From an optimization exercise on the open Yosys and OpenROAD flow, aimed at small area, a short achievable clock period and few clock cycles per item; shortcuts taken in it are not production practice. In this exercise RTL edits were held to simulation tests only and were not proved equivalent to the original.

## flow/design.v

```verilog
module HSTEP (
    input [4:0] H,
    input s,
    input c,
    input c2,
    input [1:0] Nt,
    output [4:0] Hn,
    output qp,
    output qm
);
    assign qp = ~H[4];                           
    assign qm = H[4] & ~(H[3] & H[2] & H[1]);    
    wire [4:0] k = qp ? {3'b110, ~Nt} : qm ? {3'b001, Nt} : 5'd0;
    assign Hn = {H[3:0], 1'b0} + k + {4'd0, s} + {4'd0, c} + {3'd0, c2, 1'b0};
endmodule
module FIXUP (
    input [4:0] H,
    input [12:0] S,
    input [13:0] C,
    input [15:0] Nn,
    output [15:0] rc
);
    wire [18:0] r1 = {H[4], H, 13'd0} + {6'd0, S} + {5'd0, C};
    wire [18:0] r2 = {H[4], H, 13'd0} + {6'd0, S} + {5'd0, C} + {3'b000, Nn};
    assign rc = r1[18] ? r2[15:0] : r1[15:0];
endmodule
module RSA #(
    parameter WIDTH = 16
)(
    input clk,
    input reset,
    input [WIDTH-1:0] Data,
    input [5:0] Key,
    input [WIDTH-1:0] N,
    output [WIDTH-1:0] Result,
    output Done
);
    reg [15:0] Dr, Nr;
    reg [5:0]  Kr;
    always @(posedge clk) begin
        Dr <= Data;
        Nr <= N;
        Kr <= Key;
    end
    reg [15:0] R;           
    reg [2:0] j;            
    reg mul;                
    reg first;              
    reg done;
    wire [3:0] s = Nr[15] ? 4'd0 : Nr[14] ? 4'd1 : Nr[13] ? 4'd2 : Nr[12] ? 4'd3 :
                   Nr[11] ? 4'd4 : Nr[10] ? 4'd5 : Nr[9]  ? 4'd6 : Nr[8]  ? 4'd7 :
                   Nr[7]  ? 4'd8 : Nr[6]  ? 4'd9 : Nr[5]  ? 4'd10 : Nr[4] ? 4'd11 :
                   Nr[3]  ? 4'd12 : Nr[2] ? 4'd13 : Nr[1]  ? 4'd14 : 4'd15;
    wire [15:0] Nn = Nr << s;       
    wire [2:0] msb = Kr[5] ? 3'd5 : Kr[4] ? 3'd4 : Kr[3] ? 3'd3 :
                     Kr[2] ? 3'd2 : Kr[1] ? 3'd1 : 3'd0;
    wire skip = first & (Dr < Nr) & (Kr[5:1] != 5'd0);
    wire me = first ? ~skip : mul;
    wire [2:0] je = first ? (skip ? msb - 3'd1 : msb) : j;
    wire [15:0] A = (me | first) ? ((Kr == 6'd0) ? 16'd1 : Dr) : R;
    wire [15:0] Bsrc = first ? (skip ? Dr : 16'd1) : R;
    wire [15:0] Bn = Bsrc << s;     
    wire [33:0] pp0 = {34{A[0]}} & ({18'd0, Bn} << 0);
    wire [33:0] pp1 = {34{A[1]}} & ({18'd0, Bn} << 1);
    wire [33:0] pp2 = {34{A[2]}} & ({18'd0, Bn} << 2);
    wire [33:0] pp3 = {34{A[3]}} & ({18'd0, Bn} << 3);
    wire [33:0] pp4 = {34{A[4]}} & ({18'd0, Bn} << 4);
    wire [33:0] pp5 = {34{A[5]}} & ({18'd0, Bn} << 5);
    wire [33:0] pp6 = {34{A[6]}} & ({18'd0, Bn} << 6);
    wire [33:0] pp7 = {34{A[7]}} & ({18'd0, Bn} << 7);
    wire [33:0] pp8 = {34{A[8]}} & ({18'd0, Bn} << 8);
    wire [33:0] pp9 = {34{A[9]}} & ({18'd0, Bn} << 9);
    wire [33:0] pp10 = {34{A[10]}} & ({18'd0, Bn} << 10);
    wire [33:0] pp11 = {34{A[11]}} & ({18'd0, Bn} << 11);
    wire [33:0] pp12 = {34{A[12]}} & ({18'd0, Bn} << 12);
    wire [33:0] pp13 = {34{A[13]}} & ({18'd0, Bn} << 13);
    wire [33:0] pp14 = {34{A[14]}} & ({18'd0, Bn} << 14);
    wire [33:0] pp15 = {34{A[15]}} & ({18'd0, Bn} << 15);
    wire [33:0] ms0 = pp0 ^ pp1 ^ pp2;
    wire [33:0] mc0m = (pp0 & pp1) | (pp0 & pp2) | (pp1 & pp2);
    wire [33:0] mc0 = {mc0m[32:0], 1'b0};
    wire [33:0] ms1 = pp3 ^ pp4 ^ pp5;
    wire [33:0] mc1m = (pp3 & pp4) | (pp3 & pp5) | (pp4 & pp5);
    wire [33:0] mc1 = {mc1m[32:0], 1'b0};
    wire [33:0] ms2 = pp6 ^ pp7 ^ pp8;
    wire [33:0] mc2m = (pp6 & pp7) | (pp6 & pp8) | (pp7 & pp8);
    wire [33:0] mc2 = {mc2m[32:0], 1'b0};
    wire [33:0] ms3 = pp9 ^ pp10 ^ pp11;
    wire [33:0] mc3m = (pp9 & pp10) | (pp9 & pp11) | (pp10 & pp11);
    wire [33:0] mc3 = {mc3m[32:0], 1'b0};
    wire [33:0] ms4 = pp12 ^ pp13 ^ pp14;
    wire [33:0] mc4m = (pp12 & pp13) | (pp12 & pp14) | (pp13 & pp14);
    wire [33:0] mc4 = {mc4m[32:0], 1'b0};
    wire [33:0] ms5 = ms0 ^ mc0 ^ ms1;
    wire [33:0] mc5m = (ms0 & mc0) | (ms0 & ms1) | (mc0 & ms1);
    wire [33:0] mc5 = {mc5m[32:0], 1'b0};
    wire [33:0] ms6 = mc1 ^ ms2 ^ mc2;
    wire [33:0] mc6m = (mc1 & ms2) | (mc1 & mc2) | (ms2 & mc2);
    wire [33:0] mc6 = {mc6m[32:0], 1'b0};
    wire [33:0] ms7 = ms3 ^ mc3 ^ ms4;
    wire [33:0] mc7m = (ms3 & mc3) | (ms3 & ms4) | (mc3 & ms4);
    wire [33:0] mc7 = {mc7m[32:0], 1'b0};
    wire [33:0] ms8 = ms5 ^ mc5 ^ ms6;
    wire [33:0] mc8m = (ms5 & mc5) | (ms5 & ms6) | (mc5 & ms6);
    wire [33:0] mc8 = {mc8m[32:0], 1'b0};
    wire [33:0] ms9 = mc6 ^ ms7 ^ mc7;
    wire [33:0] mc9m = (mc6 & ms7) | (mc6 & mc7) | (ms7 & mc7);
    wire [33:0] mc9 = {mc9m[32:0], 1'b0};
    wire [33:0] ms10 = ms8 ^ mc8 ^ ms9;
    wire [33:0] mc10m = (ms8 & mc8) | (ms8 & ms9) | (mc8 & ms9);
    wire [33:0] mc10 = {mc10m[32:0], 1'b0};
    wire [33:0] ms11 = mc9 ^ mc4 ^ pp15;
    wire [33:0] mc11m = (mc9 & mc4) | (mc9 & pp15) | (mc4 & pp15);
    wire [33:0] mc11 = {mc11m[32:0], 1'b0};
    wire [33:0] ms12 = ms10 ^ mc10 ^ ms11;
    wire [33:0] mc12m = (ms10 & mc10) | (ms10 & ms11) | (mc10 & ms11);
    wire [33:0] mc12 = {mc12m[32:0], 1'b0};
    wire [33:0] ms13 = ms12 ^ mc12 ^ mc11;
    wire [33:0] mc13m = (ms12 & mc12) | (ms12 & mc11) | (mc12 & mc11);
    wire [33:0] mc13 = {mc13m[32:0], 1'b0};
    wire [33:0] S16 = ms13;
    wire [33:0] C16 = mc13;
    wire [4:0] tH = S16[33:29] + C16[33:29];
    wire [4:0] H16 = tH;
    wire [28:0] SL16 = S16[28:0];
    wire [29:0] CL16 = {1'b0, C16[28:0]};
    wire qp15, qm15;
    wire [4:0] H15;
    HSTEP h15 (.H(H16), .s(SL16[28]), .c(CL16[28]), .c2(CL16[29]),
               .Nt(Nn[14:13]), .Hn(H15), .qp(qp15), .qm(qm15));
    wire [12:0] d15 = qp15 ? ~Nn[12:0] : qm15 ? Nn[12:0] : 13'd0;
    wire [12:0] a15 = SL16[27:15];
    wire [12:0] b15 = CL16[27:15];
    wire [12:0] fs15 = a15 ^ b15 ^ d15;
    wire [12:0] fc15 = (a15 & b15) | (a15 & d15) | (b15 & d15);
    wire [27:0] SL15 = {fs15, SL16[14:0]};
    wire [28:0] CL15 = {fc15, qp15, CL16[14:0]};
    wire qp14, qm14;
    wire [4:0] H14;
    HSTEP h14 (.H(H15), .s(SL15[27]), .c(CL15[27]), .c2(CL15[28]),
               .Nt(Nn[14:13]), .Hn(H14), .qp(qp14), .qm(qm14));
    wire [12:0] d14 = qp14 ? ~Nn[12:0] : qm14 ? Nn[12:0] : 13'd0;
    wire [12:0] a14 = SL15[26:14];
    wire [12:0] b14 = CL15[26:14];
    wire [12:0] fs14 = a14 ^ b14 ^ d14;
    wire [12:0] fc14 = (a14 & b14) | (a14 & d14) | (b14 & d14);
    wire [26:0] SL14 = {fs14, SL15[13:0]};
    wire [27:0] CL14 = {fc14, qp14, CL15[13:0]};
    wire qp13, qm13;
    wire [4:0] H13;
    HSTEP h13 (.H(H14), .s(SL14[26]), .c(CL14[26]), .c2(CL14[27]),
               .Nt(Nn[14:13]), .Hn(H13), .qp(qp13), .qm(qm13));
    wire [12:0] d13 = qp13 ? ~Nn[12:0] : qm13 ? Nn[12:0] : 13'd0;
    wire [12:0] a13 = SL14[25:13];
    wire [12:0] b13 = CL14[25:13];
    wire [12:0] fs13 = a13 ^ b13 ^ d13;
    wire [12:0] fc13 = (a13 & b13) | (a13 & d13) | (b13 & d13);
    wire [25:0] SL13 = {fs13, SL14[12:0]};
    wire [26:0] CL13 = {fc13, qp13, CL14[12:0]};
    wire qp12, qm12;
    wire [4:0] H12;
    HSTEP h12 (.H(H13), .s(SL13[25]), .c(CL13[25]), .c2(CL13[26]),
               .Nt(Nn[14:13]), .Hn(H12), .qp(qp12), .qm(qm12));
    wire [12:0] d12 = qp12 ? ~Nn[12:0] : qm12 ? Nn[12:0] : 13'd0;
    wire [12:0] a12 = SL13[24:12];
    wire [12:0] b12 = CL13[24:12];
    wire [12:0] fs12 = a12 ^ b12 ^ d12;
    wire [12:0] fc12 = (a12 & b12) | (a12 & d12) | (b12 & d12);
    wire [24:0] SL12 = {fs12, SL13[11:0]};
    wire [25:0] CL12 = {fc12, qp12, CL13[11:0]};
    wire qp11, qm11;
    wire [4:0] H11;
    HSTEP h11 (.H(H12), .s(SL12[24]), .c(CL12[24]), .c2(CL12[25]),
               .Nt(Nn[14:13]), .Hn(H11), .qp(qp11), .qm(qm11));
    wire [12:0] d11 = qp11 ? ~Nn[12:0] : qm11 ? Nn[12:0] : 13'd0;
    wire [12:0] a11 = SL12[23:11];
    wire [12:0] b11 = CL12[23:11];
    wire [12:0] fs11 = a11 ^ b11 ^ d11;
    wire [12:0] fc11 = (a11 & b11) | (a11 & d11) | (b11 & d11);
    wire [23:0] SL11 = {fs11, SL12[10:0]};
    wire [24:0] CL11 = {fc11, qp11, CL12[10:0]};
    wire qp10, qm10;
    wire [4:0] H10;
    HSTEP h10 (.H(H11), .s(SL11[23]), .c(CL11[23]), .c2(CL11[24]),
               .Nt(Nn[14:13]), .Hn(H10), .qp(qp10), .qm(qm10));
    wire [12:0] d10 = qp10 ? ~Nn[12:0] : qm10 ? Nn[12:0] : 13'd0;
    wire [12:0] a10 = SL11[22:10];
    wire [12:0] b10 = CL11[22:10];
    wire [12:0] fs10 = a10 ^ b10 ^ d10;
    wire [12:0] fc10 = (a10 & b10) | (a10 & d10) | (b10 & d10);
    wire [22:0] SL10 = {fs10, SL11[9:0]};
    wire [23:0] CL10 = {fc10, qp10, CL11[9:0]};
    wire qp9, qm9;
    wire [4:0] H9;
    HSTEP h9 (.H(H10), .s(SL10[22]), .c(CL10[22]), .c2(CL10[23]),
               .Nt(Nn[14:13]), .Hn(H9), .qp(qp9), .qm(qm9));
    wire [12:0] d9 = qp9 ? ~Nn[12:0] : qm9 ? Nn[12:0] : 13'd0;
    wire [12:0] a9 = SL10[21:9];
    wire [12:0] b9 = CL10[21:9];
    wire [12:0] fs9 = a9 ^ b9 ^ d9;
    wire [12:0] fc9 = (a9 & b9) | (a9 & d9) | (b9 & d9);
    wire [21:0] SL9 = {fs9, SL10[8:0]};
    wire [22:0] CL9 = {fc9, qp9, CL10[8:0]};
    wire qp8, qm8;
    wire [4:0] H8;
    HSTEP h8 (.H(H9), .s(SL9[21]), .c(CL9[21]), .c2(CL9[22]),
               .Nt(Nn[14:13]), .Hn(H8), .qp(qp8), .qm(qm8));
    wire [12:0] d8 = qp8 ? ~Nn[12:0] : qm8 ? Nn[12:0] : 13'd0;
    wire [12:0] a8 = SL9[20:8];
    wire [12:0] b8 = CL9[20:8];
    wire [12:0] fs8 = a8 ^ b8 ^ d8;
    wire [12:0] fc8 = (a8 & b8) | (a8 & d8) | (b8 & d8);
    wire [20:0] SL8 = {fs8, SL9[7:0]};
    wire [21:0] CL8 = {fc8, qp8, CL9[7:0]};
    wire qp7, qm7;
    wire [4:0] H7;
    HSTEP h7 (.H(H8), .s(SL8[20]), .c(CL8[20]), .c2(CL8[21]),
               .Nt(Nn[14:13]), .Hn(H7), .qp(qp7), .qm(qm7));
    wire [12:0] d7 = qp7 ? ~Nn[12:0] : qm7 ? Nn[12:0] : 13'd0;
    wire [12:0] a7 = SL8[19:7];
    wire [12:0] b7 = CL8[19:7];
    wire [12:0] fs7 = a7 ^ b7 ^ d7;
    wire [12:0] fc7 = (a7 & b7) | (a7 & d7) | (b7 & d7);
    wire [19:0] SL7 = {fs7, SL8[6:0]};
    wire [20:0] CL7 = {fc7, qp7, CL8[6:0]};
    wire qp6, qm6;
    wire [4:0] H6;
    HSTEP h6 (.H(H7), .s(SL7[19]), .c(CL7[19]), .c2(CL7[20]),
               .Nt(Nn[14:13]), .Hn(H6), .qp(qp6), .qm(qm6));
    wire [12:0] d6 = qp6 ? ~Nn[12:0] : qm6 ? Nn[12:0] : 13'd0;
    wire [12:0] a6 = SL7[18:6];
    wire [12:0] b6 = CL7[18:6];
    wire [12:0] fs6 = a6 ^ b6 ^ d6;
    wire [12:0] fc6 = (a6 & b6) | (a6 & d6) | (b6 & d6);
    wire [18:0] SL6 = {fs6, SL7[5:0]};
    wire [19:0] CL6 = {fc6, qp6, CL7[5:0]};
    wire qp5, qm5;
    wire [4:0] H5;
    HSTEP h5 (.H(H6), .s(SL6[18]), .c(CL6[18]), .c2(CL6[19]),
               .Nt(Nn[14:13]), .Hn(H5), .qp(qp5), .qm(qm5));
    wire [12:0] d5 = qp5 ? ~Nn[12:0] : qm5 ? Nn[12:0] : 13'd0;
    wire [12:0] a5 = SL6[17:5];
    wire [12:0] b5 = CL6[17:5];
    wire [12:0] fs5 = a5 ^ b5 ^ d5;
    wire [12:0] fc5 = (a5 & b5) | (a5 & d5) | (b5 & d5);
    wire [17:0] SL5 = {fs5, SL6[4:0]};
    wire [18:0] CL5 = {fc5, qp5, CL6[4:0]};
    wire qp4, qm4;
    wire [4:0] H4;
    HSTEP h4 (.H(H5), .s(SL5[17]), .c(CL5[17]), .c2(CL5[18]),
               .Nt(Nn[14:13]), .Hn(H4), .qp(qp4), .qm(qm4));
    wire [12:0] d4 = qp4 ? ~Nn[12:0] : qm4 ? Nn[12:0] : 13'd0;
    wire [12:0] a4 = SL5[16:4];
    wire [12:0] b4 = CL5[16:4];
    wire [12:0] fs4 = a4 ^ b4 ^ d4;
    wire [12:0] fc4 = (a4 & b4) | (a4 & d4) | (b4 & d4);
    wire [16:0] SL4 = {fs4, SL5[3:0]};
    wire [17:0] CL4 = {fc4, qp4, CL5[3:0]};
    wire qp3, qm3;
    wire [4:0] H3;
    HSTEP h3 (.H(H4), .s(SL4[16]), .c(CL4[16]), .c2(CL4[17]),
               .Nt(Nn[14:13]), .Hn(H3), .qp(qp3), .qm(qm3));
    wire [12:0] d3 = qp3 ? ~Nn[12:0] : qm3 ? Nn[12:0] : 13'd0;
    wire [12:0] a3 = SL4[15:3];
    wire [12:0] b3 = CL4[15:3];
    wire [12:0] fs3 = a3 ^ b3 ^ d3;
    wire [12:0] fc3 = (a3 & b3) | (a3 & d3) | (b3 & d3);
    wire [15:0] SL3 = {fs3, SL4[2:0]};
    wire [16:0] CL3 = {fc3, qp3, CL4[2:0]};
    wire qp2, qm2;
    wire [4:0] H2;
    HSTEP h2 (.H(H3), .s(SL3[15]), .c(CL3[15]), .c2(CL3[16]),
               .Nt(Nn[14:13]), .Hn(H2), .qp(qp2), .qm(qm2));
    wire [12:0] d2 = qp2 ? ~Nn[12:0] : qm2 ? Nn[12:0] : 13'd0;
    wire [12:0] a2 = SL3[14:2];
    wire [12:0] b2 = CL3[14:2];
    wire [12:0] fs2 = a2 ^ b2 ^ d2;
    wire [12:0] fc2 = (a2 & b2) | (a2 & d2) | (b2 & d2);
    wire [14:0] SL2 = {fs2, SL3[1:0]};
    wire [15:0] CL2 = {fc2, qp2, CL3[1:0]};
    wire qp1, qm1;
    wire [4:0] H1;
    HSTEP h1 (.H(H2), .s(SL2[14]), .c(CL2[14]), .c2(CL2[15]),
               .Nt(Nn[14:13]), .Hn(H1), .qp(qp1), .qm(qm1));
    wire [12:0] d1 = qp1 ? ~Nn[12:0] : qm1 ? Nn[12:0] : 13'd0;
    wire [12:0] a1 = SL2[13:1];
    wire [12:0] b1 = CL2[13:1];
    wire [12:0] fs1 = a1 ^ b1 ^ d1;
    wire [12:0] fc1 = (a1 & b1) | (a1 & d1) | (b1 & d1);
    wire [13:0] SL1 = {fs1, SL2[0:0]};
    wire [14:0] CL1 = {fc1, qp1, CL2[0:0]};
    wire qp0, qm0;
    wire [4:0] H0;
    HSTEP h0 (.H(H1), .s(SL1[13]), .c(CL1[13]), .c2(CL1[14]),
               .Nt(Nn[14:13]), .Hn(H0), .qp(qp0), .qm(qm0));
    wire [12:0] d0 = qp0 ? ~Nn[12:0] : qm0 ? Nn[12:0] : 13'd0;
    wire [12:0] a0 = SL1[12:0];
    wire [12:0] b0 = CL1[12:0];
    wire [12:0] fs0 = a0 ^ b0 ^ d0;
    wire [12:0] fc0 = (a0 & b0) | (a0 & d0) | (b0 & d0);
    wire [12:0] SL0 = {fs0};
    wire [13:0] CL0 = {fc0, qp0};
    wire [15:0] rc;
    FIXUP fx (.H(H0), .S(SL0), .C(CL0), .Nn(Nn), .rc(rc));
    wire [15:0] Rn = rc >> s;
    always @(posedge clk) begin
        if (reset) begin
            mul <= 1'b1;
            first <= 1'b1;
            done <= 1'b0;
            j <= 3'd0;
        end else if (!done) begin
            first <= 1'b0;
            if (me) begin
                if (je == 3'd0) done <= 1'b1;
                else begin
                    j <= je - 3'd1;
                    mul <= 1'b0;
                end
            end else begin
                if (Kr[je]) begin
                    mul <= 1'b1;
                    j <= je;
                end else if (je == 3'd0) done <= 1'b1;
                else begin
                    j <= je - 3'd1;
                    mul <= 1'b0;
                end
            end
        end
    end
    always @(posedge clk) begin
        if (!done) R <= Rn;
    end
    assign Result = R;
    assign Done = done;
endmodule
```

## flow/flow/run.sh

```bash
#!/bin/bash
# The standard layout with two changes; registers and constraints unchanged.
#  - Synthesis (hierarchical, as config.mk sets) extracts full/half adder cells
#    only in the top module RSA.  The small SRT-step and fix-up modules
#    (HSTEP, FIXUP in BRam.v) are left to ABC, which maps their short loop
#    much faster than a chain of adder cells.
#  - ORFS's repair_timing steps aim for a setup slack of 115 ns instead of 0,
#    so that sizing and buffering also work on the paths inside the design.
# ORFS's scripts are copied here so that only that one synthesis line differs.
set -euo pipefail
rm -rf scripts_sel
cp -r "$FLOW_HOME/scripts" scripts_sel
sed -i 's/^  extract_fa {\*}\[dont_use_extract_fa_args\]$/  extract_fa {*}[dont_use_extract_fa_args] RSA/' scripts_sel/synth.tcl
grep -q '^  extract_fa {\*}\[dont_use_extract_fa_args\] RSA$' scripts_sel/synth.tcl
bash standard.sh SCRIPTS_DIR="$PWD/scripts_sel" SETUP_SLACK_MARGIN=115 finish > flow_make.log 2>&1
```

## flow/constraint.sdc

```tcl
create_clock -name core_clock -period 145.0 [get_ports {clk}]
set_input_delay 29.0000 -clock core_clock [delete_from_list [all_inputs] [get_ports {clk}]]
set_output_delay 29.0000 -clock core_clock [all_outputs]
set_load 0.01 [all_outputs]
```

## flow/standard.sh

```bash
#!/bin/bash
# synth_recipe.tcl (not shown) runs the flow's synth.tcl, then flattens the netlist and writes it again
# the make line also repeats each setting of config.mk as NAME=value (left out here)
make -C /OpenROAD-flow-scripts/flow DESIGN_CONFIG=/design/flow/config.mk WORK_HOME=/design/flow/orfs CLKGATE_MAP_FILE= SYNTH_SCRIPT=/design/flow/synth_recipe.tcl "${@:-finish}"
```

## flow/config.mk

```make
export PLATFORM = sky130hd
export DESIGN_NAME = RSA
export DESIGN_NICKNAME = RSA
export VERILOG_FILES = /design/flow/design.v
export SDC_FILE = /design/flow/constraint.sdc
export NUM_CORES = 4
export LEC_CHECK = 0
export ABC_AREA = 1
export CAP_MARGIN = 20
export CORE_MARGIN = 2
export CORE_UTILIZATION = 40
export PLACE_DENSITY = 0.6
export SLEW_MARGIN = 20
export SYNTH_HIERARCHICAL = 1
```

==> results of run 1 <==
==> modules after synthesis, one instance, submodules excluded <==
module | copies in the design | flip-flops and latches | cell area [um^2] | cells
FIXUP | 1 | 0 | 2360 | 492
HSTEP | 16 | 0 | 328 | 56
RSA | 1 | 60 | 19100 | 2469
==> repair_timing <==
action	CTS	global route
gates cloned	0	1
gates resized for setup	37	84
pin swaps	0	2
endpoints found under the setup margin	17	30
buffers inserted	6	24
==> placed cells by master (no fill, tap or decap), types with 70 or more instances in the layout <==
master	instances
nand2_1	919
o21ai_0	158
fa_1	402
ha_1	80
nand3_1	476
o21ai_1	73
nand2_2	115
inv_2	70
inv_1	570
nand2_4	82
nor2_1	295
==> worst reg2reg max path, delay by kind of cell, from the launching register on <==
| kind | cells | cell delay (ps) |
|---|---|---|
| AND/OR/NAND/NOR | 87 | 9640 |
| adder cells (fa/ha/maj) | 16 | 7580 |
| AO/OA/AOI/OAI | 11 | 2290 |
| buffers and inverters | 40 | 5280 |
| XOR/XNOR | 7 | 1520 |
| flip-flops | 1 | 470 |
==> stage by stage <==
stage	setup WS, ps	hold WS (ps)	cell area (um^2)	instances
3_5_place_dp	115020	499	27700	4667
3_3_place_gp	115010	498	27700	4667
5_1_grt	114990	553	28300	4714
4_1_cts	114890	510	28000	4689
2_1_floorplan	115580	467	26700	3859
6_report	115010	504	28300	4714
==> registers in the layout, summed over array words and instances, names as in the netlist <==
register / cells
R: 16
j: 3
Nr: 16
done: 1
Dr: 16
mul: 1
first: 1
Kr: 6
==> path summary, 6_finish.rpt <==
check                                         to  slack (ps)                start  cells after the start
worst min register to register  mul$_SDFFE_PP1N_         500     mul$_SDFFE_PP1N_                      2
worst min-delay path            mul$_SDFFE_PP1N_         500     mul$_SDFFE_PP1N_                      2
worst max-delay path                  Result[14]      115010  R[14]$_SDFFCE_PP0N_                      1
worst max register to register    R[0]$_DFFE_PN_      117950        Nr[2]$_DFF_P_                    161
==> cell type report <==
| cell class | instances | area (um^2) |
|---|---|---|
| clock inverter | 7 | 57.6 |
| sequential | 60 | 1360 |
| fill | 6951 | 37600 |
| timing repair buffer | 114 | 935 |
| clock buffer | 9 | 225 |
| tap | 864 | 1080 |
| inverter | 661 | 2540 |
| multi-input combinational | 2999 | 22100 |
==> cell families after synthesis <==
group	after synthesis
adders and majority gates	482
buffers and inverters	801
AOI/OAI and AO/OA	335
xor gates and xnor gates	94
DFF	60
other	1
and+or+nand+nor	2084
==> per-layer routing <==
metal	global-route usage	vias up
met1	0.317	11243
met4	0.0656	0
met2	0.365	736
met5	0	-
li1	-	11883
met3	0.0246	112
==> impl_metrics.py, run 1 <==
metrics = {
    "logic_synthesis": {
        "yosys.cell_types.count": 56,
        "synth-async-reset-ratio": 0,
        "synthCells": 3857,
        "yosys.area.top_type": "fa_1",
        "synth_ff_type": "dfxtp_1",
        "synth_top_area_share": 0.302,
        "yosys-mux-area-fraction": 0,
        "synth_warnings": 7,
        "ys_top_cells_by_count": "nand2_1, inv_1, nand3_1",
        "synth_area_mm2": 0.0267,
        "synth_top_family_by_area": "simple AND/OR/NAND/NOR gates",
        "synth_seq_area_share": 0.0510,
        "yosysMostFrequentCell": "nand2_1",
        "synth_area_leaders": "fa_1, nand2_1, nand3_1",
        "synth_seq_cells": 60,
        "avgSynthCellArea_um2": 6.91,
        "synthAdderAreaFrac": 0.339,
        "synth_xor_area_frac": 0.0354,
        "synth_compound_area_frac": 0.0691,
        "synth_edf_count": 16,
        "synthSimpleGateAreaFrac": 0.378,
    },
    "drt": {
        "wl_met2_um": 35400,
        "first_iter_violations": 1808,
        "met3_length_um": 4460,
        "post-route-drc-count": 0,
        "wl_per_cell_um": 16.3,
        "vias": 23974,
        "viasPerCell": 5.09,
        "detail-route-antenna-nets": 0,
        "wirelength_um": 77100,
        "wl_met1_um": 34900,
        "top_layer": "met4",
        "dr.pass1.iters": 5,
    },
    "clock_tree": {
        "cts_max_level": 3,
        "cts_made_buffers": 9,
        "clkSlewWorstSetupHoldPaths_ps": 60,
        "clkSinkCount": 60,
        "cts_tree": "yes",
        "clockBufferDepth": 2,
        "cts_hold_buf": 0,
        "worstSkewPairLatency_ps": 340,
        "cts_root_buffer": "clkbuf_16",
    },
    "critical_path": {
        "max_stage_delay_ps": 410,
        "crit_fanout": 2,
        "worst_setup_path_start_kind": "register",
        "endpoint_kind": "output pin",
        "slowest_stage": "edfxtp_1",
        "critical_path.top_delay_family": "flip-flops",
        "path_buf_inv": 1,
        "cp.arrival_ps": 990,
        "required_ps": 116000,
        "critPathKind": "reg -> out",
        "crit_chain": "clkdlybuf4s15_2",
    },
    "flow_run": {
        "drv_cap": 0,
    },
    "timing": {
        "finalHoldViolations": 0,
        "period_share": 0.207,
        "min_period_ps": 29990,
        "max-slew-margin-rel": 0.248,
        "fmax_mhz": 33.3,
        "fin_setup_tns_ps": 0,
        "fin_skew_ps": 7.40,
        "finalSetupViolations": 0,
        "worstMarginPinSlew_ps": 1120,
        "rsz0062_at_grt": "false",
        "final_max_slew_viol_count": 0,
    },
    "cells_and_area": {
        "final_core_util": 0.430,
        "drive_gt1_frac": 0.142,
        "area_growth_pct": 6.13,
        "nets": 4367,
        "antenna_cells": 0,
    },
    "grt": {
        "grt_overflow_total": 0,
        "grt_max_degree": 68,
        "antenna_found_initial": 0,
        "grt_usage": 0.225,
        "grt_pass1_vias": 23534,
        "grt_first_pass_wirelength_um": 127000,
    },
    "place": {
        "gp_congestion": 0.904,
        "io_buffers": 56,
        "dp_hpwl_um": 61700,
    },
    "worst_hold_path": {
        "min_path_type": "reg -> reg",
    },
    "floorplan": {
        "floorplan.initialDensity": 0.405,
        "num_rows": 94,
        "dieArea_mm2": 0.0688,
        "core_mm2": 0.0659,
        "io_pins": 57,
        "die-width_um": 262,
        "die_y_um": 262,
    },
    "run_status": {
        "status": "complete, no violations",
    },
}
Testbench counts, summed over its fixed seeds: cycles 9,070, ops 1,200.
==> run 2, diff against run 1 <==
--- a/flow/config.mk
+++ b/flow/config.mk
@@ -9,6 +9,6 @@
 export CAP_MARGIN = 20
 export CORE_MARGIN = 2
-export CORE_UTILIZATION = 40
-export PLACE_DENSITY = 0.6
+export CORE_UTILIZATION = 60
+export PLACE_DENSITY = 0.75
 export SLEW_MARGIN = 20
 export SYNTH_HIERARCHICAL = 1
==> run 2 against run 1 <==
  * Clock-buffer cell count is the same
  * Fmax barely moved
  * Final cell count is 5.9% lower
  * Area after synthesis stayed put
  * First-iteration DRC count up 15%
  * Hold slack improved by 13 ps
  * Flip-flop and latch count did not move
  * Non-clock buffer count is 6 lower
  * Global-route usage grew 9.0 points
==> impl_metrics.py, run 2 <==
metrics = {
    "logic_synthesis": {
        "synthAdderAreaFrac": 0.339,
        "synth_top_area_share": 0.302,
        "synth_top_family_by_area": "simple AND/OR/NAND/NOR gates",
        "synth_xor_area_frac": 0.0354,
        "yosys-mux-area-fraction": 0,
        "yosysMostFrequentCell": "nand2_1",
        "yosys.area.top_type": "fa_1",
        "synth_warnings": 7,
        "synth_compound_area_frac": 0.0691,
        "avgSynthCellArea_um2": 6.91,
        "synthCells": 3857,
        "ys_top_cells_by_count": "nand2_1, inv_1, nand3_1",
        "synth_area_leaders": "fa_1, nand2_1, nand3_1",
        "synth-async-reset-ratio": 0,
        "synth_seq_cells": 60,
        "synth_ff_type": "dfxtp_1",
        "synth_seq_area_share": 0.0510,
        "synthSimpleGateAreaFrac": 0.378,
        "yosys.cell_types.count": 56,
        "synth_edf_count": 16,
        "synth_area_mm2": 0.0267,
    },
    "cells_and_area": {
        "final_cell_mix": "nand2_1, inv_1, nand3_1",
        "finalNonFillerCells": 4436,
        "drive_gt1_frac": 0.139,
        "antenna_cells": 0,
        "top_regs": "Dr: 16 flops, Nr: 16 flops, R: 16 flops",
        "nets": 4361,
        "final_cell_area_mm2": 0.0280,
        "area_growth_pct": 4.81,
        "final_common_cell": "nand2_1",
    },
    "drt": {
        "post-route-drc-count": 0,
        "detail-route-antenna-nets": 0,
        "dr.pass1.iters": 9,
        "wirelength_um": 71500,
        "first_iter_violations": 2077,
        "vias": 24468,
        "viasPerCell": 5.52,
        "wl_per_cell_um": 16.1,
    },
    "timing": {
        "max-slew-margin-rel": 0.278,
        "period_share": 0.207,
        "fmax_mhz": 33.3,
        "finalHoldViolations": 0,
        "worstMarginPinSlew_ps": 1080,
        "finalSetupViolations": 0,
        "worst_slack_ps": 115000,
        "final_max_slew_viol_count": 0,
        "fin_skew_ps": 9.18,
        "min_period_ps": 30000,
        "rsz0062_at_grt": "true",
        "fin_setup_tns_ps": 0,
    },
    "clock_tree": {
        "cts_tree": "yes",
        "clockBufferDepth": 2,
        "clkSlewWorstSetupHoldPaths_ps": 60,
        "cts_root_buffer": "clkbuf_16",
        "cts_max_level": 3,
        "clkSinkCount": 60,
        "worstSkewPairLatency_ps": 350,
        "cts_made_buffers": 9,
    },
    "critical_path": {
        "crit_fanout": 2,
        "max_stage_delay_ps": 390,
        "path_buf_inv": 1,
        "endpoint_kind": "output pin",
        "critical_path.top_delay_family": "flip-flops",
        "cp.arrival_ps": 1000,
        "slowest_stage": "edfxtp_1",
        "required_ps": 116000,
        "crit_chain": "clkdlybuf4s15_1",
        "worst_setup_path_start_kind": "register",
        "critPathKind": "reg -> out",
    },
    "place": {
        "placed_cell_area_mm2": 0.0273,
        "dp_slack_ps": 115090,
        "io_buffers": 56,
        "dp_cells": 4392,
        "dp_hpwl_um": 56900,
        "gp_congestion": 0.942,
    },
    "floorplan": {
        "core_mm2": 0.0440,
        "io_pins": 57,
        "floorplan.initialDensity": 0.606,
        "num_rows": 77,
        "die_y_um": 215,
        "die-width_um": 215,
        "dieArea_mm2": 0.0462,
    },
    "run_status": {
        "status": "complete, no violations",
    },
    "grt": {
        "grt_max_degree": 70,
        "grt_first_pass_wirelength_um": 119000,
        "grt_usage": 0.315,
        "grt_overflow_total": 0,
        "grt_pass1_vias": 23466,
        "antenna_found_initial": 0,
    },
    "worst_hold_path": {
        "min_path_type": "reg -> reg",
    },
    "flow_run": {
        "drv_cap": 0,
    },
}
-- run 2: cell counts after synthesis --
No cell type changed its count.
-- run 2: cell type report --
type                       instances  area [um^2]
timing repair buffer             108          911
clock inverter                     7         75.1
tap                              592          741
fill                            4152        16100
clock buffer                       9          225
multi-input combinational       2999        22100
inverter                         661         2550
sequential                        60         1360
-- run 2: final timing paths --
kind	startpoint	end	depth (start not counted)	slack, ps
setup / recovery	R[0]$_DFFE_PN_	Result[0]	1	115000
hold / removal	mul$_SDFFE_PP1N_	mul$_SDFFE_PP1N_	2	520
setup reg to reg	first$_SDFFE_PP1N_	R[8]$_SDFFCE_PP0N_	162	117430
hold reg to reg	mul$_SDFFE_PP1N_	mul$_SDFFE_PP1N_	2	520
-- run 2: layer usage --
metal / vias up / GRT usage / wire length, um
li1: 11885 / - / -
met1: 11417 / 0.437 / 30900
met2: 1001 / 0.507 / 32300
met3: 165 / 0.0372 / 5380
met4: 0 / 0.117 / 2910
met5: - / 0 / 0
-- run 2: logic make-up (layout without fill, tap and decap cells) --
family	Yosys count	after routing
simple gates	2084	2085
buf+inv	801	785
fa+ha+maj	482	482
compound gates	335	335
xor+xnor	94	94
flops	60	60
other cells	1	3
-- run 2: stage by stage --
step / utilization / hold slack (ps)
detailed placement: 0.620 / 512
global route: 0.635 / 547
floorplan: - / 467
finish: 0.635 / 517
global placement: 0.620 / 491
CTS: 0.627 / 517
-- run 2: repair_timing --
item | in CTS | in global routing
cloned | 0 | 1
hold buffers | 0 | 0
setup buffers | 0 | 27
setup endpoints to repair | 17 | 25
pin swaps | 0 | 2
gates resized for setup | 34 | 77
-- run 2: Yosys stat by module, one instance, submodules excluded --
module / copies in the design / flip-flops and latches / cells inside / cell area (um^2)
RSA: 1 / 60 / 2469 / 19100
HSTEP: 16 / 0 / 56 / 328
FIXUP: 1 / 0 / 492 / 2360
==> run 3, diff against run 2 <==
--- a/flow/design.v
+++ b/flow/design.v
@@ -21,6 +21,7 @@
     output [15:0] rc
 );
-    wire [18:0] r1 = {H[4], H, 13'd0} + {6'd0, S} + {5'd0, C};
-    wire [18:0] r2 = {H[4], H, 13'd0} + {6'd0, S} + {5'd0, C} + {3'b000, Nn};
+    wire [14:0] t = {2'd0, S} + {1'd0, C};
+    wire [18:0] r1 = {H[4], H, 13'd0} + {4'd0, t};
+    wire [18:0] r2 = r1 + {3'b000, Nn};
     assign rc = r1[18] ? r2[15:0] : r1[15:0];
 endmodule
--- a/flow/config.mk
+++ b/flow/config.mk
@@ -9,6 +9,6 @@
 export CAP_MARGIN = 20
 export CORE_MARGIN = 2
-export CORE_UTILIZATION = 60
-export PLACE_DENSITY = 0.75
+export CORE_UTILIZATION = 40
+export PLACE_DENSITY = 0.6
 export SLEW_MARGIN = 20
 export SYNTH_HIERARCHICAL = 1
==> run 3 against run 2 <==
  * Final cell count up 5.2%
  * Fmax about the same
  * First-iteration DRC count is 12% lower
  * Non-clock buffer count rose by 39
  * Critical path depth unchanged
  * Wire length up 7.0%
  * Register-to-register slack improved by 250 ps
  * Clock skew shrank 4.7 ps
  * Via count fell by 2.5%
  * Critical path type unchanged
==> impl_metrics.py, run 3 <==
metrics = {
    "critical_path": {
        "critPathKind": "reg -> out",
        "r2r_slack_ps": 117680,
        "crit_chain": "clkdlybuf4s15_2",
        "max_stage_delay_ps": 410,
        "crit_fanout": 3,
        "cp.arrival_ps": 990,
        "worst_setup_path_start_kind": "register",
        "critical_path.reg2reg.startpoint": "Nr[5]$_DFF_P_",
        "reg2reg_depth": 183,
        "endpoint_kind": "output pin",
        "r2r_end": "R[3]$_DFFE_PN_",
        "path_buf_inv": 1,
        "required_ps": 116000,
        "slowest_stage": "edfxtp_1",
        "critical_path.top_delay_family": "flip-flops",
    },
    "clock_tree": {
        "clockBufferDepth": 2,
        "cts_tree": "yes",
        "cts_root_buffer": "clkbuf_16",
        "cts_max_level": 3,
        "clkSinkCount": 60,
        "clkSlewWorstSetupHoldPaths_ps": 50,
        "cts_made_buffers": 9,
        "cts_hold_buf": 0,
        "worstSkewPairLatency_ps": 320,
    },
    "logic_synthesis": {
        "synth_area_leaders": "fa_1, nand2_1, nand3_1",
        "yosys-mux-area-fraction": 0.000383,
        "synthCells": 3786,
        "synthAdderAreaFrac": 0.346,
        "synth_seq_cells": 60,
        "synthSimpleGateAreaFrac": 0.368,
        "synth-async-reset-ratio": 0,
        "synth_xor_area_frac": 0.0367,
        "yosys.cell_types.count": 48,
        "synth_seq_area_share": 0.0521,
        "ys_top_cells_by_count": "nand2_1, inv_1, nand3_1",
        "avgSynthCellArea_um2": 6.90,
        "synth_ff_type": "dfxtp_1",
        "synth_warnings": 7,
        "synth_edf_count": 16,
        "synth_compound_area_frac": 0.0746,
        "synth_top_family_by_area": "simple AND/OR/NAND/NOR gates",
        "yosys.area.top_type": "fa_1",
        "synth_top_area_share": 0.308,
        "synth_area_mm2": 0.0261,
        "yosysMostFrequentCell": "nand2_1",
    },
    "worst_hold_path": {
        "worstHoldStart": "mul$_SDFFE_PP1N_",
        "min_path_type": "reg -> reg",
        "hold_end": "mul$_SDFFE_PP1N_",
        "min_path_cells": 2,
    },
    "floorplan": {
        "num_rows": 93,
        "floorplan.initialDensity": 0.405,
        "die_y_um": 260,
        "die-width_um": 260,
        "io_pins": 57,
        "core_mm2": 0.0645,
        "dieArea_mm2": 0.0674,
    },
    "drt": {
        "post-route-drc-count": 0,
        "first_iter_violations": 1824,
        "wirelength_um": 76400,
        "detail-route-antenna-nets": 0,
        "viasPerCell": 5.11,
        "wl_per_cell_um": 16.4,
        "dr.pass1.iters": 5,
        "vias": 23859,
    },
    "timing": {
        "finalHoldViolations": 0,
        "finalSetupViolations": 0,
        "period_share": 0.207,
        "min_period_ps": 29990,
        "fin_skew_ps": 4.46,
        "rsz0062_at_grt": "false",
        "final_max_slew_viol_count": 0,
        "fmax_mhz": 33.3,
        "max-slew-margin-rel": 0.325,
        "fin_setup_tns_ps": 0,
        "worstMarginPinSlew_ps": 1010,
    },
    "cells_and_area": {
        "final_cell_mix": "nand2_1, inv_1, nand3_1",
        "drive_gt1_frac": 0.134,
        "nFillCells": 6800,
        "final_cell_area_mm2": 0.0281,
        "area_growth_pct": 7.58,
        "finalNonFillerCells": 4667,
        "top_regs": "Dr: 16 flops, Nr: 16 flops, R: 16 flops",
        "antenna_cells": 0,
        "nets": 4330,
        "final_common_cell": "nand2_1",
    },
    "run_status": {
        "status": "complete, no violations",
    },
    "grt": {
        "grt_first_pass_wirelength_um": 125000,
        "grt_overflow_total": 0,
        "grt_usage": 0.230,
        "grt_max_degree": 72,
        "grt_pass1_vias": 23395,
        "antenna_found_initial": 0,
    },
    "flow_run": {
        "drv_cap": 0,
    },
    "place": {
        "placed_cell_area_mm2": 0.0273,
        "dp_hpwl_um": 61100,
        "dp_cells": 4607,
        "io_buffers": 56,
        "gp_congestion": 0.906,
    },
}
==> run 3: modules after synthesis (local to each module, per instance) <==
module / flops+latches / copies in the design / cell area [um^2] / cells
RSA: 60 / 1 / 18700 / 2422
FIXUP: 0 / 1 / 2200 / 468
HSTEP: 0 / 16 / 328 / 56
==> run 3: area by class of cell <==
cell class,instances,area [um^2],share of cell area
clock buffer,14,275,0.00979
clock inverter,1,5.00,0.000178
inverter,623,2400,0.0855
multi-input combinational,2965,21800,0.775
sequential,60,1360,0.0485
tap,855,1070,0.0381
timing repair buffer,147,1210,0.0430
timing repair inverter,2,12.5,0.000445
==> run 3: worst max path at each step <==
| stage | start | endpoint | depth (start not counted) |
|---|---|---|---|
| floorplan | R[0]$_DFFE_PN_ | Result[0] | 0 |
| global placement | Nr[5]$_DFF_P_ | R[3]$_DFFE_PN_ | 170 |
| detailed placement | Nr[5]$_DFF_P_ | R[3]$_DFFE_PN_ | 167 |
| CTS | R[6]$_DFFE_PN_ | Result[6] | 1 |
| global route | Nr[5]$_DFF_P_ | R[0]$_DFFE_PN_ | 192 |
| finish | R[11]$_SDFFCE_PP0N_ | Result[11] | 1 |
==> run 3: per-stage QoR <==
step / setup WS (ps) / hold WS, ps / util
after detailed placement: 114330 / 504 / 0.423
after floorplan: 115580 / 471 / -
after CTS: 115000 / 514 / 0.431
final: 115010 / 508 / 0.436
after global routing: 114910 / 535 / 0.436
after global placement: 114610 / 495 / 0.423
==> run 3: kinds of logic after synthesis <==
logic type,after synthesis
DFF,60
AOI/OAI and AO/OA,360
other,1
adders and majority gates,482
and+or+nand+nor,2025
muxes,1
xor gates and xnor gates,94
buffers and inverters,763
==> run 3: metal layers <==
metal / vias to the layer above / share of wire / GRT usage
met3: 108 / 0.056 / 0.0208
li1: 11790 / - / -
met4: 0 / 0.032 / 0.0696
met2: 702 / 0.46 / 0.376
met5: - / 0 / 0
met1: 11259 / 0.45 / 0.322
==> run 3: what timing repair did <==
item,in CTS,in global routing
resized for setup,56,73
cloned,1,1
endpoints found under the setup margin,33,26
setup buffers,16,27
pin swaps,0,3
Testbench counts of run 3, summed over its fixed seeds: cycles 9,070, ops 1,200.
==> run 4, diff against run 3 <==
--- a/flow/flow/run.sh
+++ b/flow/flow/run.sh
@@ -5,5 +5,5 @@
 #    (HSTEP, FIXUP in BRam.v) are left to ABC, which maps their short loop
 #    much faster than a chain of adder cells.
-#  - ORFS's repair_timing steps aim for a setup slack of 115 ns instead of 0,
+#  - ORFS's repair_timing steps aim for a setup slack of 115.4 ns instead of 0,
 #    so that sizing and buffering also work on the paths inside the design.
 # ORFS's scripts are copied here so that only that one synthesis line differs.
@@ -13,3 +13,3 @@
 sed -i 's/^  extract_fa {\*}\[dont_use_extract_fa_args\]$/  extract_fa {*}[dont_use_extract_fa_args] RSA/' scripts_sel/synth.tcl
 grep -q '^  extract_fa {\*}\[dont_use_extract_fa_args\] RSA$' scripts_sel/synth.tcl
-bash standard.sh SCRIPTS_DIR="$PWD/scripts_sel" SETUP_SLACK_MARGIN=115 finish > flow_make.log 2>&1
+bash standard.sh SCRIPTS_DIR="$PWD/scripts_sel" SETUP_SLACK_MARGIN=115.4 finish > flow_make.log 2>&1
==> run 4 against run 3 <==
  * Still clean on timing, DRC and antenna
  * Non-clock buffer count up 14
  * Clock-buffer cell count unchanged
  * Utilization up 0.24 points
  * Register-to-register slack better by 330 ps
==> impl_metrics.py, run 4 <==
metrics = {
    "critical_path": {
        "critPathKind": "reg -> out",
        "r2r_end": "R[3]$_DFFE_PN_",
        "endpoint_kind": "output pin",
        "worst_setup_path_start_kind": "register",
        "crit_path_end": "Result[11]",
        "crit_fanout": 2,
        "crit_path_start": "R[11]$_SDFFCE_PP0N_",
        "path_buf_inv": 1,
        "crit_cells": 1,
        "max_stage_delay_ps": 410,
        "slowest_stage": "edfxtp_1",
        "required_ps": 116000,
        "critical_path.reg2reg.startpoint": "Nr[5]$_DFF_P_",
        "cp.arrival_ps": 900,
        "r2r_slack_ps": 118010,
        "reg2reg_depth": 187,
        "crit_chain": "buf_2",
        "critical_path.top_delay_family": "flip-flops",
    },
    "cells_and_area": {
        "antenna_cells": 0,
        "drive_gt1_frac": 0.143,
        "area_growth_pct": 8.17,
        "final_core_util": 0.438,
        "final_cell_area_mm2": 0.0283,
        "nets": 4345,
        "final_common_cell": "nand2_1",
        "final_cell_mix": "nand2_1, inv_1, nand3_1",
        "top_regs": "Dr: 16 flops, Nr: 16 flops, R: 16 flops",
    },
    "timing": {
        "rsz0062_at_grt": "true",
        "max-slew-margin-rel": 0.323,
        "period_share": 0.206,
        "worstMarginPinSlew_ps": 1010,
        "final_max_slew_viol_count": 0,
        "min_period_ps": 29900,
        "finalHoldViolations": 0,
        "fmax_mhz": 33.4,
        "fin_setup_tns_ps": 0,
        "fin_skew_ps": 3.65,
        "worst_slack_ps": 115100,
        "finalSetupViolations": 0,
    },
    "floorplan": {
        "die_y_um": 260,
        "dieArea_mm2": 0.0674,
        "io_pins": 57,
        "core_mm2": 0.0645,
        "die-width_um": 260,
        "floorplan.initialDensity": 0.405,
        "num_rows": 93,
    },
    "drt": {
        "post-route-drc-count": 0,
        "wl_per_cell_um": 16.4,
        "dr.pass1.iters": 6,
        "first_iter_violations": 1956,
        "vias": 23966,
        "detail-route-antenna-nets": 0,
        "viasPerCell": 5.12,
        "wirelength_um": 76700,
    },
    "clock_tree": {
        "cts_root_buffer": "clkbuf_16",
        "worstSkewPairLatency_ps": 320,
        "cts_tree": "yes",
        "clkSinkCount": 60,
        "cts_max_level": 3,
        "cts_hold_buf": 0,
        "clkSlewWorstSetupHoldPaths_ps": 50,
        "cts_made_buffers": 9,
        "clockBufferDepth": 2,
    },
    "grt": {
        "grt_pass1_vias": 23397,
        "grt_usage": 0.229,
        "grt_overflow_total": 0,
        "antenna_found_initial": 0,
        "grt_max_degree": 72,
        "grt_first_pass_wirelength_um": 125000,
    },
    "logic_synthesis": {
        "yosys.cell_types.count": 48,
        "synthCells": 3786,
        "synth_top_area_share": 0.308,
        "synth_seq_cells": 60,
        "synth_ff_type": "dfxtp_1",
        "synth_area_mm2": 0.0261,
        "ys_top_cells_by_count": "nand2_1, inv_1, nand3_1",
        "yosys.area.top_type": "fa_1",
        "synth_area_leaders": "fa_1, nand2_1, nand3_1",
        "avgSynthCellArea_um2": 6.90,
        "synth_seq_area_share": 0.0521,
        "yosysMostFrequentCell": "nand2_1",
        "synth_edf_count": 16,
        "synth_warnings": 7,
        "synth-async-reset-ratio": 0,
    },
    "place": {
        "gp_congestion": 0.906,
        "dp_hpwl_um": 61100,
        "placed_cell_area_mm2": 0.0273,
        "io_buffers": 56,
        "dp_slack_ps": 114330,
    },
    "run_status": {
        "status": "complete, no violations",
    },
    "worst_hold_path": {
        "min_path_type": "reg -> reg",
        "min_path_cells": 2,
    },
    "flow_run": {
        "drv_cap": 0,
    },
}
run 4: per-layer routing:
metal | GRT usage | vias to the layer above | routed length [um]
li1 | - | 11829 | -
met1 | 0.322 | 11286 | 34700
met2 | 0.379 | 735 | 35100
met3 | 0.0186 | 116 | 4490
met4 | 0.0653 | 0 | 2400
met5 | 0 | - | 0
run 4: how the worst min path moves through the flow:
stage | slack, ps | start | to
after floorplan | 470 | mul$_SDFFE_PP1N_ | mul$_SDFFE_PP1N_
after global placement | 490 | mul$_SDFFE_PP1N_ | mul$_SDFFE_PP1N_
after detailed placement | 500 | mul$_SDFFE_PP1N_ | mul$_SDFFE_PP1N_
after CTS | 510 | mul$_SDFFE_PP1N_ | mul$_SDFFE_PP1N_
after global routing | 540 | mul$_SDFFE_PP1N_ | mul$_SDFFE_PP1N_
final | 510 | mul$_SDFFE_PP1N_ | mul$_SDFFE_PP1N_
run 4: modules after synthesis, one instance, submodules excluded:
module | cells inside | cell area (um^2)
HSTEP | 56 | 328
RSA | 2422 | 18700
FIXUP | 468 | 2200
run 4: cells by family (layout without fill, tap and decap cells):
logic type / Yosys count / in the layout / synth area share
muxes: 1 / 1 / 0.000383
other: 1 / 3 / 0.000144
AOI/OAI and AO/OA: 360 / 360 / 0.0746
xor gates and xnor gates: 94 / 94 / 0.0367
adders and majority gates: 482 / 482 / 0.346
buffers and inverters: 763 / 801 / 0.122
and+or+nand+nor: 2025 / 2026 / 0.368
DFF: 60 / 60 / 0.0521
run 4: repair_timing:
item | 4_1_cts | 5_1_grt
buffers inserted | 21 | 36
pin swaps | 0 | 8
endpoints found under the hold margin | 0 | 0
cloned | 1 | 2
endpoints found under the setup margin | 33 | 35
gates resized for setup | 93 | 85
run 4: layout make-up:
| cell class | instances | area (um^2) |
|---|---|---|
| fillers | 6785 | 36200 |
| multi-input cells | 2966 | 21800 |
| inverters | 623 | 2410 |
| flip-flops and latches | 60 | 1360 |
| repair buffers | 161 | 1280 |
| well taps | 855 | 1070 |
| clock buffers | 14 | 275 |
| repair inverters | 2 | 15.0 |
| clock inverters | 1 | 5.00 |
run 4: metrics by stage:
stage / hold WS (ps) / std cells
2_1_floorplan: 471 / 3788
3_5_place_dp: 504 / 4607
6_report: 509 / 4682
5_1_grt: 535 / 4682
3_3_place_gp: 495 / 4607
4_1_cts: 514 / 4644
==> run 5, diff against run 4 <==
--- a/flow/design.v
+++ b/flow/design.v
@@ -59,6 +59,6 @@
     wire me = first ? ~skip : mul;
     wire [2:0] je = first ? (skip ? msb - 3'd1 : msb) : j;
-    wire [15:0] A = (me | first) ? ((Kr == 6'd0) ? 16'd1 : Dr) : R;
-    wire [15:0] Bsrc = first ? (skip ? Dr : 16'd1) : R;
+    wire [15:0] A = (~done & (me | first)) ? ((Kr == 6'd0) ? 16'd1 : Dr) : R;
+    wire [15:0] Bsrc = first ? (skip ? Dr : 16'd1) : (done ? 16'd1 : R);
     wire [15:0] Bn = Bsrc << s;     
     wire [33:0] pp0 = {34{A[0]}} & ({18'd0, Bn} << 0);
@@ -332,5 +332,5 @@
     end
     always @(posedge clk) begin
-        if (!done) R <= Rn;
+        R <= Rn;
     end
     assign Result = R;
--- a/flow/flow/run.sh
+++ b/flow/flow/run.sh
@@ -5,5 +5,5 @@
 #    (HSTEP, FIXUP in BRam.v) are left to ABC, which maps their short loop
 #    much faster than a chain of adder cells.
-#  - ORFS's repair_timing steps aim for a setup slack of 115.4 ns instead of 0,
+#  - ORFS's repair_timing steps aim for a setup slack of 115 ns instead of 0,
 #    so that sizing and buffering also work on the paths inside the design.
 # ORFS's scripts are copied here so that only that one synthesis line differs.
@@ -13,3 +13,3 @@
 sed -i 's/^  extract_fa {\*}\[dont_use_extract_fa_args\]$/  extract_fa {*}[dont_use_extract_fa_args] RSA/' scripts_sel/synth.tcl
 grep -q '^  extract_fa {\*}\[dont_use_extract_fa_args\] RSA$' scripts_sel/synth.tcl
-bash standard.sh SCRIPTS_DIR="$PWD/scripts_sel" SETUP_SLACK_MARGIN=115.4 finish > flow_make.log 2>&1
+bash standard.sh SCRIPTS_DIR="$PWD/scripts_sel" SETUP_SLACK_MARGIN=115 finish > flow_make.log 2>&1
==> run 5 against run 4 <==
  * Flip-flop and latch count unchanged
  * Global-route usage down 0.91 points
  * Hold slack better by 56 ps
  * Cell area down 2.2%
  * Area after synthesis down 1.1%
  * Critical path depth unchanged
  * Worst setup slack worse by 98 ps
  * First-iteration DRC count down 13%
  * Wire length down 5.3%
  * Utilization down 0.73 points
  * Via count down 2.6%
  * Critical endpoint is now Result[0]
  * Largest cell class unchanged
==> impl_metrics.py, run 5 <==
metrics = {
    "run_status": {
        "status": "complete, no violations",
    },
    "logic_synthesis": {
        "synth_seq_cells": 60,
        "synth_warnings": 7,
        "yosys.area.top_type": "fa_1",
        "yosysMostFrequentCell": "nand2_1",
        "synth_top_area_share": 0.311,
        "synth_seq_area_share": 0.0465,
        "ys_top_cells_by_count": "nand2_1, inv_1, fa_1",
        "avgSynthCellArea_um2": 6.88,
        "synthCells": 3756,
        "synth_ff_type": "dfxtp_1",
        "synth-async-reset-ratio": 0,
        "yosys.cell_types.count": 51,
        "synth_area_leaders": "fa_1, nand2_1, inv_1",
        "synth_edf_count": 0,
        "synth_area_mm2": 0.0258,
    },
    "drt": {
        "dr.pass1.iters": 5,
        "vias": 23350,
        "first_iter_violations": 1698,
        "wl_met1_um": 34200,
        "wl_per_cell_um": 15.8,
        "detail-route-antenna-nets": 0,
        "wl_met2_um": 33000,
        "wirelength_um": 72600,
        "met3_length_um": 3500,
        "post-route-drc-count": 0,
        "viasPerCell": 5.07,
        "top_layer": "met4",
    },
    "timing": {
        "max-slew-margin-rel": 0.340,
        "finalSetupViolations": 0,
        "fmax_mhz": 33.3,
        "min_period_ps": 30000,
        "rsz0062_at_grt": "true",
        "fin_setup_tns_ps": 0,
        "worstMarginPinSlew_ps": 986,
        "final_max_slew_viol_count": 0,
        "fin_skew_ps": 8.50,
        "finalHoldViolations": 0,
        "period_share": 0.207,
    },
    "cells_and_area": {
        "final_common_cell": "nand2_1",
        "drive_gt1_frac": 0.126,
        "nets": 4272,
        "top_regs": "Dr: 16 flops, Nr: 16 flops, R: 16 flops",
        "antenna_cells": 0,
        "final_core_util": 0.431,
        "final_cell_mix": "nand2_1, inv_1, fa_1",
        "area_growth_pct": 6.92,
    },
    "floorplan": {
        "num_rows": 93,
        "io_pins": 57,
        "die_y_um": 258,
        "dieArea_mm2": 0.0667,
        "floorplan.initialDensity": 0.403,
        "core_mm2": 0.0641,
        "die-width_um": 258,
    },
    "grt": {
        "grt_usage": 0.220,
        "grt_pass1_vias": 22562,
        "antenna_found_initial": 0,
        "grt_overflow_total": 0,
        "grt_first_pass_wirelength_um": 120000,
        "grt_max_degree": 58,
    },
    "clock_tree": {
        "worstSkewPairLatency_ps": 340,
        "cts_hold_buf": 0,
        "clkSlewWorstSetupHoldPaths_ps": 60,
        "cts_max_level": 3,
        "cts_tree": "yes",
        "clockBufferDepth": 2,
        "cts_root_buffer": "clkbuf_16",
        "clkSinkCount": 60,
        "cts_made_buffers": 9,
    },
    "critical_path": {
        "crit_fanout": 3,
        "cp.arrival_ps": 1000,
        "worst_setup_path_start_kind": "register",
        "max_stage_delay_ps": 410,
        "slowest_stage": "dfxtp_1",
        "endpoint_kind": "output pin",
        "critical_path.top_delay_family": "flip-flops",
        "path_buf_inv": 1,
        "crit_chain": "clkdlybuf4s15_2",
        "r2r_slack_ps": 117800,
        "critPathKind": "reg -> out",
        "required_ps": 116000,
    },
    "flow_run": {
        "drv_cap": 0,
    },
    "place": {
        "io_buffers": 56,
        "dp_hpwl_um": 59000,
        "gp_congestion": 0.915,
    },
    "worst_hold_path": {
        "min_path_type": "reg -> reg",
    },
}
==> run 5: cell count changes in the layout (fill, tap and decap cells not counted), moves of 11 or more <==
cell,before,now
o21ai_1,91,62
dfxtp_1,42,53
edfxtp_1,16,0
a21oi_1,43,56
buf_4,103,57
nand4_1,41,27
nand2_2,101,88
inv_1,535,567
nand3_1,463,398
nand2_1,872,890
o21ai_0,166,188
buf_2,15,0
==> run 5: layout make-up <==
type | instances | area (um^2)
fillers | 6697 | 36500
repair inverters | 2 | 12.5
inverters | 648 | 2500
multi-input cells | 2915 | 21600
repair buffers | 114 | 985
flip-flops and latches | 60 | 1210
clock inverters | 4 | 25.0
clock buffers | 11 | 253
well taps | 855 | 1070
==> run 5: per-layer routing <==
metal	GRT usage	vias up
met4	0.0539	0
met2	0.360	662
li1	-	11572
met1	0.318	11018
met3	0.0144	98
met5	0	-
==> run 5: logic make-up (layout without fill, tap and decap cells) <==
logic type	count (synthesis)	after routing	share of synthesized area
and+or+nand+nor	1950	1950	0.356
buffers and inverters	783	779	0.126
adders and majority gates	482	482	0.350
AOI/OAI and AO/OA	386	386	0.0847
xor gates and xnor gates	94	94	0.0371
DFF	60	60	0.0465
other	1	3	0.000145
==> run 5: path summary, 6_finish.rpt <==
check	cells after the start	to	start
max	1	Result[0]	R[0]$_DFF_P_
min	2	mul$_SDFFE_PP1N_	mul$_SDFFE_PP1N_
max reg2reg	174	R[0]$_DFF_P_	Nr[13]$_DFF_P_
min reg2reg	2	mul$_SDFFE_PP1N_	mul$_SDFFE_PP1N_
==> run 5: metrics by stage <==
| step | cells | setup WS, ps | instance area (um^2) | hold WS [ps] |
|---|---|---|---|---|
| after global placement | 4568 | 114940 | 26900 | 548 |
| after floorplan | 3758 | 115610 | 25900 | 490 |
| after global routing | 4609 | 114990 | 27600 | 594 |
| after CTS | 4583 | 114980 | 27200 | 560 |
| final | 4609 | 115000 | 27600 | 564 |
| after detailed placement | 4568 | 114960 | 26900 | 551 |
==> run 5: modules after synthesis (local to each module, per instance) <==
module | times used | flops+latches | cells inside | area (um^2)
FIXUP | 1 | 0 | 468 | 2200
HSTEP | 16 | 0 | 56 | 328
RSA | 1 | 60 | 2392 | 18400
==> run 5: timing repair <==
item | in CTS | in global routing
buffers inserted | 0 | 24
gates cloned | 0 | 2
setup endpoints to repair | 17 | 20
resized for setup | 29 | 72
Testbench counts of run 5, summed over its fixed seeds: cycles 9,070, ops 1,200.

-- separate check: timing with driven ports --
No port has a modelled driver above. Below, the same layouts with a new extraction and two added sets of constraints.
Step 1 (the two cells are an assumption about what drives the block):
set clk [get_ports {clk}]
set_driving_cell -lib_cell sky130_fd_sc_hd__clkbuf_16 $clk
set_driving_cell -lib_cell sky130_fd_sc_hd__buf_2 [delete_from_list [all_inputs] $clk]
Step 2, shift: input delay + t, output delay - t, t = (earliest + latest rising clock arrival at the registers) / 2. This alone moves slack from input paths to output paths.
a / b / c = ideal ports / drivers / drivers and shift; a / b = the first two.
| run | t, ns | setup slack, ns | worst slew at a driven data input, ns | pins driven straight from the clock port |
|---|---|---|---|---|
| run 1 | 0.366 | 115.011 / 114.976 / 115.104 | 0.04 | 1 |
| run 2 | 0.380 | 115.003 / 114.968 / 115.073 | 0.07 | 1 |
| run 3 | 0.359 | 115.006 / 114.968 / 115.086 | 0.08 | 1 |
| run 4 | 0.362 | 115.097 / 115.058 / 115.130 | 0.09 | 1 |
| run 5 | 0.367 | 114.999 / 114.964 / 115.085 | 0.06 | 1 |
After both steps setup and hold are still met in every run listed.
